From an optimization exercise on the open Yosys and OpenROAD flow, aimed at a short achievable clock period and few clock cycles; shortcuts taken in it are not production practice. Function was checked by simulation only, so behaviour that the tests miss may differ from the original. Power and IR drop assume default switching activity.

==> flow/design.v (outline; a module is shown in full before it is edited, if it fits) <==
// module CPU: 1092 lines
// module CPU_nxt: 304 lines
// module CPU_spc: 27 lines
// module CPU_act: 162 lines
// module CPU_nxp: 99 lines
// module CPU_seq: 180 lines
module CPU
  ( input             clk
  , input             rst
  , output     [15:0] addr
  , input      [ 7:0] data_in
  , output     [ 7:0] data_out
  , output            rd_enable
  , output            wr_enable
  , input      [7:0]  int_pending
  , output     [7:0]  int_clear
  );
  // ...
==> flow/flow/run.sh <==
#!/bin/bash
# Standard ORFS layout through the standard.sh (its synthesis script,
# the design's constraints), with a tighter setup target for the timing
# repair steps (SETUP_SLACK_MARGIN=8) so that the layout is optimised well
# beyond the 10 ns clock. Make's output goes to flow_make.log; ORFS writes
# each tool's log under orfs/logs/.
set -euo pipefail
bash standard.sh SETUP_SLACK_MARGIN=8 finish > flow_make.log 2>&1
==> flow/standard.sh <==
#!/bin/bash
# synth_recipe.tcl (not shown) runs the flow's synth.tcl, then flattens the netlist and writes it again
# the make line also repeats each setting of config.mk as NAME=value (left out here)
make -C /OpenROAD-flow-scripts/flow DESIGN_CONFIG=/design/flow/config.mk WORK_HOME=/design/flow/orfs CLKGATE_MAP_FILE= SYNTH_SCRIPT=/design/flow/synth_recipe.tcl "${@:-finish}"
==> flow/config.mk <==
export PLATFORM = sky130hd
export DESIGN_NAME = CPU
export DESIGN_NICKNAME = CPU
export VERILOG_FILES = /design/flow/design.v
export SDC_FILE = /design/flow/constraint.sdc
export NUM_CORES = 8
export LEC_CHECK = 0
export CAP_MARGIN = 20
export CORE_MARGIN = 2
export CORE_UTILIZATION = 40
export SLEW_MARGIN = 20
export SYNTH_HIERARCHICAL = 1
==> flow/constraint.sdc <==
create_clock -name core_clock -period 10.0 [get_ports {clk}]
set_input_delay 2.0000 -clock core_clock [delete_from_list [all_inputs] [get_ports {clk}]]
set_output_delay 2.0000 -clock core_clock [all_outputs]
set_load 0.01 [all_outputs]
==> results by group, run 1 <==
Status
  • Status: timing/DRC/antenna clean

Worst setup path
  • Arrival time at the worst endpoint: about 4.7 ns
  • Register-to-register setup slack: between 5 and 6 ns
  • Kind of start point of the critical path: flip-flop
  • Required time at the endpoint of the critical path: 10.67 ns
  • Ordered list of cells on the worst path: buf_6 > ha_4 > a211oi_4 > o21bai_4 > o31a_1 > a221o_1 > a41oi_2 > mux2i_2 > nor3_1 > a21oi_1 > o21ai_1 > mux2_4 > a211oi_4 > mux2i_1 > o21a_1
  • End point of the critical path: opb[7]

Yosys
  • Number of synthesis warnings: 8
  • Number of instances in the synthesized netlist: between 6000 and 7000
  • Avg Synthesized Cell Area: 8.534 sq um
  • Synthesized area: ~0.054 sq mm

Route
  • Met1 Routed Length: ~110000 um
  • Detail Route Antenna Nets: 0

Power
  • Part of the power in combinational logic: roughly 68%
  • Combinational power: around 19000 uW
  • Total sequential power: between 5000 and 6000 uW
  • Switching Fraction: roughly half
  • Internal Pwr Total: ~15000 uW

STA
  • Summed negative setup slack over all endpoints: 0 ns
  • Worst hold-check slack: approximately 0.5 ns

Clock network
  • Worst-case clock buffer depth: 3
  • Number of buffers inserted by hold repair at cts: 0

Final layout
  • Proportion of layout cells with a drive suffix above 1: 40.95%
  • Synth-to-layout area growth: 48.06%

Place
  • Routability-driven placement congestion ratio: ~1.1

Global routing
  • Met3 routing resource usage after global routing: ~17%
  • Initial antenna violation count: 22
Testbench counts, summed over its fixed seeds: cycles 1,280,129.
==> run 2, diff against run 1 <==
--- a/flow/config.mk
+++ b/flow/config.mk
@@ -7,6 +7,6 @@
 export LEC_CHECK = 0
 export CAP_MARGIN = 20
 export CORE_MARGIN = 2
-export CORE_UTILIZATION = 40
+export CORE_UTILIZATION = 35
 export SLEW_MARGIN = 20
 export SYNTH_HIERARCHICAL = 1
==> run 2 against run 1 <==
Compared with the run above: setup slack better by 0.23 ns; worst hold slack better by 0.012 ns; utilization down 6.3 points; via count down 0.64%; final cell count up 3.8%; sequential power about the same.
==> results by group, run 2 <==
Status
  • Status: timing/DRC/antenna clean (unchanged)

STA
  • Final hold violations: 0 (unchanged)
  • Clock period minus final worst setup slack: 3.836 ns (was 4.070 ns)
  • Clock skew: 0.07427 ns (was 0.07444 ns)
  • Period Utilization, post-route: 38.36% (was 40.70%)
  • Max Freq: 260.7 MHz (was 245.7 MHz)
  • Max-slew headroom at the worst pin: 23.33% (was 15.92%)
  • Number of endpoints failing setup at the final stage: 0 (unchanged)
  • Transition at the pin with the smallest max-transition slack: 1.150 ns (was 1.254 ns)
  • Summed negative setup slack over all endpoints: 0 ns (unchanged)
  • Pins over their slew limit: 0 (unchanged)
  • RSZ-0062 raised after global routing: yes (unchanged)

Yosys
  • Avg Synthesized Cell Area: 8.534 sq um (unchanged)
  • Number of synthesis warnings: 8 (unchanged)
  • Synthesized area: 0.05381 sq mm (unchanged)
  • Number of instances in the synthesized netlist: 6305 (unchanged)

Global routing
  • First-pass GRT wire length: 429400 um (was 426100 um)
  • Global-route usage over all layers: 37.84% (was 43.12%)
  • GRT overflow: 0 (unchanged)
  • Largest net degree at the start of global routing: 101 (was 77)
  • Initial antenna violation count: 23 (was 22)
  • Number of global-route vias before repair: 56179 (was 55896)

Place
  • Port buffer count: 48 (unchanged)
  • Routability-driven placement congestion ratio: 1.045 (was 1.062)
  • Post-detailed-placement half-perimeter wirelength: 180500 um (was 179500 um)

Final layout
  • Area used by sequential logic in the layout: 0.01903 sq mm (was 0.01898 sq mm)
  • Most common cell after layout, fill and taps aside: sky130_fd_sc_hd__buf_4 (unchanged)
  • Most used cells in the layout excluding fill and tap cells: sky130_fd_sc_hd__buf_4 (617), sky130_fd_sc_hd__nand2_1 (437), sky130_fd_sc_hd__nor2_1 (417) (was sky130_fd_sc_hd__buf_4 (544), sky130_fd_sc_hd__nand2_1 (438), sky130_fd_sc_hd__nor2_1 (395))
  • Net count, final: 7264 (was 7191)
  • Synth-to-layout area growth: 51.09% (was 48.06%)
  • Total area of multi-input combinational cells: 0.04035 sq mm (was 0.03979 sq mm)
  • Filler cell count in the final layout: 12799 (was 10714)
  • Proportion of layout cells with a drive suffix above 1: 42.03% (was 40.95%)

Clock network
  • Number of H-tree levels: 3 (unchanged)
  • Clock-pin slew on the worst setup and hold paths: 0.07 ns (was 0.06 ns)
  • Clock latency at the later pin of the worst-skew pair: 0.78 ns (was 0.77 ns)
  • Cell at the root of the clock tree: sky130_fd_sc_hd__clkbuf_16 (unchanged)
  • Num CTS Buffers: 86 (was 90)
  • Number of buffers inserted by hold repair at cts: 0 (unchanged)
  • CTS tree: yes (unchanged)
  • Worst-case clock buffer depth: 3 (unchanged)
  • CTS sink cnt: 750 (unchanged)

Power
  • Internal Pwr Total: 14720 uW (was 14660 uW)
  • Switching Fraction: 47.89% (was 48.09%)
  • Leak: 0.03133 uW (was 0.03049 uW)
  • Total power: 28240 uW (was 28230 uW)
  • Total power density per cell area: 347.4 mW/mm^2 (was 354.4 mW/mm^2)
  • Switching power: 13530 uW (was 13580 uW)
  • Maximum vdd drop: 224.4 uV (was 229.3 uV)
  • Sequential share of power: 19.7% (about the same)
  • Part of the power in combinational logic: 68.6% (was 67.6%)
  • Clock network power share: 11.7% (was 12.7%)

Route
  • Initial DRT Pass Iterations: 17 (was 15)
  • Total number of vias: 61973 (was 62371)
  • DRC errors left: 0 (unchanged)
  • Routed Wire Length: 323300 um (was 323100 um)
  • Wire length per cell: 34.91 um (was 36.21 um)
  • Vias per std cell: 6.693 (was 6.990)
  • Detail Route Antenna Nets: 0 (unchanged)
  • Drt initial violations: 10184 (was 11366)

Worst setup path
  • Arrival time at the worst endpoint: 4.49 ns (was 4.74 ns)
  • Maximum fanout encountered on the critical timing path: 4 (was 3)
  • Worst reg2reg endpoint: opb[7] (unchanged)
  • Required time at the endpoint of the critical path: 10.66 ns (was 10.67 ns)
  • Nature of the critical path endpoint: flip-flop (unchanged)
  • Kind of start point of the critical path: input port (was flip-flop)
  • Ordered list of cells on the worst path: buf_12 > buf_16 > buf_12 > buf_16 > buf_12 > buf_8 > buf_6 > buf_8 > buf_12 > nor2_4 > nand2_2 > nor4_4 > a31oi_2 > buf_4 > o211ai_1 > mux2_4 (was buf_6 > ha_4 > a211oi_4 > o21bai_4 > o31a_1 > a221o_1 > a41oi_2 > mux2i_2 > nor3_1 > a21oi_1 > o21ai_1 > mux2_4 > a211oi_4 > mux2i_1 > o21a_1)
  • Gate family responsible for the most delay along the worst path: buffers and inverters (was compound AO/OA/AOI/OAI gates)
  • Crit Path Category: input port to flip-flop (was flip-flop to flip-flop)
  • CP Depth: 16 (was 15)
  • Register-to-register setup slack: 6.18 ns (was 5.93 ns)
  • End point of the critical path: nx0_ir[5] (was opb[7])
  • Most prevalent standard cell on the critical path: sky130_fd_sc_hd__buf_12 (was sky130_fd_sc_hd__a211oi_4)
  • Delay of the slowest cell on the worst path: 0.42 ns (was 0.58 ns)
  • Buffer and inverter count on the worst path: 10 (was 1)
  • Start of the worst register-to-register path: sp[3] (was z[1])
  • Beginning of the critical path: data_in[7] (was z[1])
  • R2r worst-path depth: 14 (was 15)
  • Max stage delay cell, worst path: sky130_fd_sc_hd__nor4_4 (was sky130_fd_sc_hd__edfxtp_1)

Flow run
  • # Max-Cap Violations: 0 (unchanged)

Die
  • Count of boundary I/O pins: 52 (unchanged)
  • Die Area: 0.1569 sq mm (was 0.1375 sq mm)
  • Die width: 396.1 um (was 370.8 um)
  • Initial core utilization: 35.34% (was 40.32%)
  • Die height: 396.1 um (was 370.8 um)
  • Core Area: 0.1523 sq mm (was 0.1335 sq mm)
  • Number of standard-cell rows in the floorplan: 143 (was 134)

Min path
  • Hold Path Depth: 2 (unchanged)
  • Launch instance of the worst min-delay path: td[41] (was t[1])
  • Hold/Removal Path Class: flip-flop to flip-flop (unchanged)
-- run 2: tightest hold or removal path, stage by stage, from the launching register on --
cell	delay (ns)
sky130_fd_sc_hd__dfxtp_1	0.34
sky130_fd_sc_hd__a21oi_1	0.06
sky130_fd_sc_hd__nor2_1	0.07
-- run 2: worst min path at each step --
stage                         to  slack, ns
after detailed placement    t[1]       0.47
after global routing        t[1]       0.54
after global placement      t[1]       0.46
after floorplan              ime       0.42
after CTS                   t[1]       0.48
final                     td[41]       0.51
-- run 2: layout make-up --
cell class | count | area share, %
Sequential cell | 750 | 23.41
Timing Repair inverter | 5 | 0.1200
Clock buffer | 119 | 2.987
Antenna cell | 19 | 0.05848
Multi-Input combinational cell | 4861 | 49.64
Timing Repair Buffer | 1259 | 19.04
Tap cell | 2030 | 3.124
Clock inverter | 41 | 0.5510
Inverter | 176 | 1.073
-- run 2: power by group through the flow --
stage                     registers [uW]  logic (uW)  clock network [uW]
after floorplan                     4980        7520                   0
after global placement              5530       10700                   0
after detailed placement            5550       10700                   0
after CTS                           5440       16300                3280
after global routing                5580       19600                3420
final                               5570       19400                3300
-- run 2: per-stage QoR --
step | setup slack (ns) | utilization, % | hold WS, ns | std cells | cell area [sq um]
6_report | 6.164 | 53.39 | 0.5101 | 9260 | 81300
5_1_grt | 6.141 | 53.37 | 0.5382 | 9243 | 81260
4_1_cts | 6.228 | 49.42 | 0.4848 | 8918 | 75250
3_5_place_dp | 4.765 | 37.44 | 0.4727 | 7977 | 57000
3_3_place_gp | 4.858 | 37.42 | 0.4631 | 7976 | 56980
2_1_floorplan | 6.175 | - | 0.4198 | 6519 | 58130
-- run 2: repair_timing --
action                     in CTS  in global routing
setup buffers                 666                304
gates resized for setup      1842                635
setup endpoints to repair    1035                939
cloned                        115                 19
pin swaps                     500                475
-- run 2: layer usage --
metal	up-vias	wire length [um]	global-route usage (%)
met5	-	153	0
met4	16	34150	27.73
met3	1847	47860	13.43
met2	5561	128200	53.93
met1	29808	112900	46.85
li1	24741	-	-

-- separate check: timing with driven ports --
The flow's constraints put no driver on any port. The routed layouts listed below were extracted and timed again, unchanged, in two steps.
Step 1 sets driving cells, clkbuf_16 on the clock port and buf_2 on the other inputs (assumed; they add their load-dependent delay and slew).
Step 2 adds t to the input delays and takes it off the output delays; t is the mean of the earliest and latest rising clock arrival at the registers after step 1. Input paths then give back, and output paths get back, about the clock's delay inside the block.
a / b / c = ideal / step 1 / step 2; a / b = the first two.
| run | t, ns | setup WS [ns] | worst setup path after step 2 | worst register clock-pin slew, ns | cell pins on the clock port's net |
|---|---|---|---|---|---|
| run 1 | 0.820 | 5.930 / 5.930 / 5.347 | input to register | 0.08 / 0.08 | 1 |
| run 2 | 0.825 | 6.164 / 6.177 / 5.375 | input to register | 0.07 / 0.07 | 1 |
After both steps setup and hold are still met in every run listed. For run 2, which loses most, drivers alone change the setup slack by +0.013 ns; drivers and shift together by -0.789 ns.
